This design comes from an exercise in tuning for a short achievable clock period and few clock cycles on the open sky130 flow, not from production work.
RTL that was checked went through simulation tests only; none was proved equivalent to the original.

==> flow/design.v (excerpt) <==
module mario_cpu (
	input clock, reset,
	input up_button, down_button, left_button, right_button,
	input [15:0] mem_rdata,
	output [15:0] mem_addr,
	output [15:0] mem_wdata,
	output mem_we
);
reg [15:0] MA;            
reg        MAd;           
reg        WE;            
reg [15:0] WD;            
reg        vD;            
reg [15:0] pcD;           
reg [15:0] LFA;           
reg        vE;            
reg [15:0] pcE, pcE1;     
reg [7:0]  dispE;         
reg [15:0] A, B;          
reg [3:0]  Bs;            
reg [15:0] AD;            
reg        fA, fB, fS;    
reg        fAn, fBn;      
reg [15:0] RES, RESB;     
reg        RESv;          
reg [3:0]  RESd;
reg [3:0]  dE;            
reg [15:0] csel;          
reg        predE;         
reg        predD;         
reg        LBv;           
reg [15:0] LBpc, LBtgt;
reg [4:0]  FL;            
reg        ci;            
reg        ld1, ld2;      
reg [3:0]  ld1d, ld2d;
reg        hzE;           
reg [255:0] rf;
reg isLD, isST, isJ, isBR, isWAIT, isB1, isB2, isALU;
reg o_add, o_sub, o_cin, o_cmp, o_cmpu, o_and, o_or, o_xor, o_lsh, o_rsh, o_bad;
reg f_zf;
assign mem_addr  = MA;
assign mem_we    = WE;
assign mem_wdata = WD;
wire cond = |(csel & {1'b0, 1'b1, FL[0] | FL[1], ~FL[0] & ~FL[1], FL[3] | FL[1], ~FL[3] & ~FL[1],
                      ~FL[2], FL[2], ~FL[0], FL[0], ~FL[3], FL[3], ~FL[4], FL[4], ~FL[1], FL[1]});
wire exe    = vE & ~hzE;
wire [15:0] BTE = pcE + {{8{dispE[7]}}, dispE};
wire br_tk  = isBR & cond;
wire br_fix = exe & (br_tk ^ predE);
wire j_tk   = exe & isJ & cond;
wire e_rep  = vE & (hzE | isWAIT);      
wire e_redir = br_fix | j_tk | e_rep;
wire memE   = exe & (isLD | isST);
wire early  = e_redir | memE;
wire [15:0] early_val = (j_tk | memE) ? ADe : e_rep ? pcE : br_tk ? BTE : pcE1;
wire [15:0] Ae  = {fAn ? A[15:8] : RES[15:8], fA ? RES[7:0] : A[7:0]};
  ...
Settings: LEC_CHECK=0, CAP_MARGIN=20, CORE_MARGIN=2, CORE_UTILIZATION=40, SLEW_MARGIN=20, TNS_END_PERCENT=100; clock period 9.0 ns.
standard.sh (not shown) runs the stock make flow with config.mk's settings and CLKGATE_MAP_FILE= SYNTH_SCRIPT=/design/flow/synth_recipe.tcl, a recipe that flattens the netlist after the stock synthesis.
==> flow/flow/run.sh <==
#!/bin/bash
# The standard layout (bash standard.sh), with extra make settings from
# flow/args.txt: a setup margin that makes repair_timing work below the
# clock period, and the like. Each tool's output goes to its log under orfs/logs;
# make's own output goes to standard_flow.log.
set -euo pipefail
mapfile -t ARGS < <(grep -v '^#' flow/args.txt | grep -v '^$')
bash standard.sh "${ARGS[@]}" finish > standard_flow.log 2>&1
==> flow/flow/args.txt <==
SETUP_SLACK_MARGIN=6.5
ADDER_MAP_FILE=
The first run passed the timing, design-rule and antenna checks.
==> next run, changes <==
--- a/flow/design.v
+++ b/flow/design.v
@@ -13,21 +13,20 @@
 reg        vD;            
 reg [15:0] pcD;           
 reg [15:0] LFA;           
 reg        vE;            
 reg [15:0] pcE, pcE1;     
 reg [7:0]  dispE;         
 reg [15:0] A, B;          
 reg [3:0]  Bs;            
 reg [15:0] AD;            
 reg        fA, fB, fS;    
-reg        fAn, fBn;      
 reg [15:0] RES, RESB;     
 reg        RESv;          
 reg [3:0]  RESd;
 reg [3:0]  dE;            
 reg [15:0] csel;          
 reg        predE;         
 reg        predD;         
 reg        LBv;           
 reg [15:0] LBpc, LBtgt;
 reg [4:0]  FL;            
@@ -47,22 +46,22 @@
 wire exe    = vE & ~hzE;
 wire [15:0] BTE = pcE + {{8{dispE[7]}}, dispE};
 wire br_tk  = isBR & cond;
 wire br_fix = exe & (br_tk ^ predE);
 wire j_tk   = exe & isJ & cond;
 wire e_rep  = vE & (hzE | isWAIT);      
 wire e_redir = br_fix | j_tk | e_rep;
 wire memE   = exe & (isLD | isST);
 wire early  = e_redir | memE;
 wire [15:0] early_val = (j_tk | memE) ? ADe : e_rep ? pcE : br_tk ? BTE : pcE1;
-wire [15:0] Ae  = {fAn ? A[15:8] : RES[15:8], fA ? RES[7:0] : A[7:0]};
-wire [15:0] Be  = {fBn ? B[15:8] : RESB[15:8], fB ? RESB[7:0] : B[7:0]};
+wire [15:0] Ae  = fA ? RES : A;
+wire [15:0] Be  = fB ? RESB : B;
 wire [3:0]  Bse = fB ? RES[3:0] : Bs;
 wire [15:0] ADe = fS ? RES : AD;
 wire [15:0] S16 = Ae + Be + {15'd0, ci};
 wire [16:0] S = {1'b0, Ae} + {1'b0, Be} + {16'd0, ci};    
 wire [15:0] sp = Ae ^ Be;
 wire [15:0] st = Ae | Be;
 wire zero = &(sp ~^ {st[14:0], ci});
 wire shbig = |Be[15:4];
 wire ovf  = (Ae[15] == Be[15]) & (S16[15] != Ae[15]);
 wire lt   = o_cmpu ? ~S[16] : (S16[15] ^ ovf);
@@ -131,21 +130,21 @@
 wire c4 = (exe & isALU) ? fl_new[4] : FL[4];
 wire ci_n = inv_b ? ~(n_cin & c4) : (n_cin & c4);
 wire hit = LBv & (LFA == LBpc);
 wire [15:0] seq = hit ? LBtgt : LFA + 16'd1;
 wire [15:0] ma_n = early ? early_val : seq;
 wire vd_n = ~MAd & ~e_redir;
 always @(posedge clock, negedge reset) begin
 	if (!reset) begin
 		MA <= 16'd0; LFA <= 16'd0; MAd <= 1'b0; WE <= 1'b0; WD <= 16'd0; hzE <= 1'b0; vD <= 1'b0; pcD <= 16'd0;
 		vE <= 1'b0; pcE <= 16'd0; pcE1 <= 16'd0; dispE <= 8'd0;
-		A <= 16'd0; B <= 16'd0; fA <= 1'b0; fB <= 1'b0; fAn <= 1'b1; fBn <= 1'b1; fS <= 1'b0; RES <= 16'd0; RESB <= 16'd0; RESv <= 1'b0; RESd <= 4'd0; Bs <= 4'd0; AD <= 16'd0; dE <= 4'd0; csel <= 16'd0; predE <= 1'b0; predD <= 1'b0; LBv <= 1'b0; LBpc <= 16'd0; LBtgt <= 16'd0;
+		A <= 16'd0; B <= 16'd0; fA <= 1'b0; fB <= 1'b0; fS <= 1'b0; RES <= 16'd0; RESB <= 16'd0; RESv <= 1'b0; RESd <= 4'd0; Bs <= 4'd0; AD <= 16'd0; dE <= 4'd0; csel <= 16'd0; predE <= 1'b0; predD <= 1'b0; LBv <= 1'b0; LBpc <= 16'd0; LBtgt <= 16'd0;
 		FL <= 5'd0; ci <= 1'b0; ld1 <= 1'b0; ld1d <= 4'd0; ld2 <= 1'b0; ld2d <= 4'd0;
 		isLD <= 1'b0; isST <= 1'b0; isJ <= 1'b0; isBR <= 1'b0; isWAIT <= 1'b0;
 		isB1 <= 1'b0; isB2 <= 1'b0; isALU <= 1'b0;
 		o_add <= 1'b0; o_sub <= 1'b0; o_cin <= 1'b0; o_cmp <= 1'b0; o_cmpu <= 1'b0;
 		o_and <= 1'b0; o_or <= 1'b0; o_xor <= 1'b0; o_lsh <= 1'b0; o_rsh <= 1'b0; o_bad <= 1'b0;
 		f_zf <= 1'b0;
 	end else begin
 		MA <= ma_n;
 		if (!memE) LFA <= ma_n;
 		MAd <= memE;
@@ -160,22 +159,20 @@
 		if (exe & isALU) FL <= fl_new;
 		vE <= d_ok;
 		hzE <= hz;
 		pcE <= pcD;
 		pcE1 <= pcD + 16'd1;
 		dispE <= w[7:0];
 		A <= va;
 		B <= vb ^ {16{inv_b}};
 		fA <= fw_d;
 		fB <= fw_s & ~(imm8 | imm4);
-		fAn <= ~fw_d;
-		fBn <= ~(fw_s & ~(imm8 | imm4));
 		fS <= fw_s;
 		RES <= res;
 		RESB <= res ^ {16{inv_b}};
 		RESv <= wr_e;
 		RESd <= dE;
 		Bs <= vb[3:0];
 		if (n_mem | n_isJ) AD <= vs;
 		ci <= ci_n;
 		dE <= wd;
 		csel <= 16'd1 << wd;
Cell area hardly moves.
Sequential share of layout area goes down by 0.24 points.
Cell count goes down by 0.36%.
Clock-buffer cell count goes up by 4.
Fmax goes up by 2.8%.
Testbench counts after the change, summed over its fixed seeds: cycles 55,691.
Only the layout flow was run in the first run of this note; the RTL was not checked for function there.

-- port drivers added, routing unchanged --
No port has a modelled driver above. Below, the same layouts with a new extraction and two added sets of constraints.
Step 1, drivers: a clkbuf_16 drives clock and a buf_2 each remaining input, both assumed.
Step 2, shift: input delay + t, output delay - t, t = (earliest + latest rising clock arrival at the registers) / 2. This alone moves slack from input paths to output paths.
Slacks: ideal / step 1 / step 2; pairs: ideal / step 1.
run	shift t [ns]	setup WS [ns]	worst slew at a driven data input, ns
the first run	0.708	5.603 / 5.533 / 4.824	0.73
the second run	0.710	5.694 / 5.529 / 4.819	0.24
After both steps setup and hold are still met in every run listed. For the second run, which loses most, drivers alone change the setup slack by -0.165 ns; drivers and shift together by -0.875 ns.
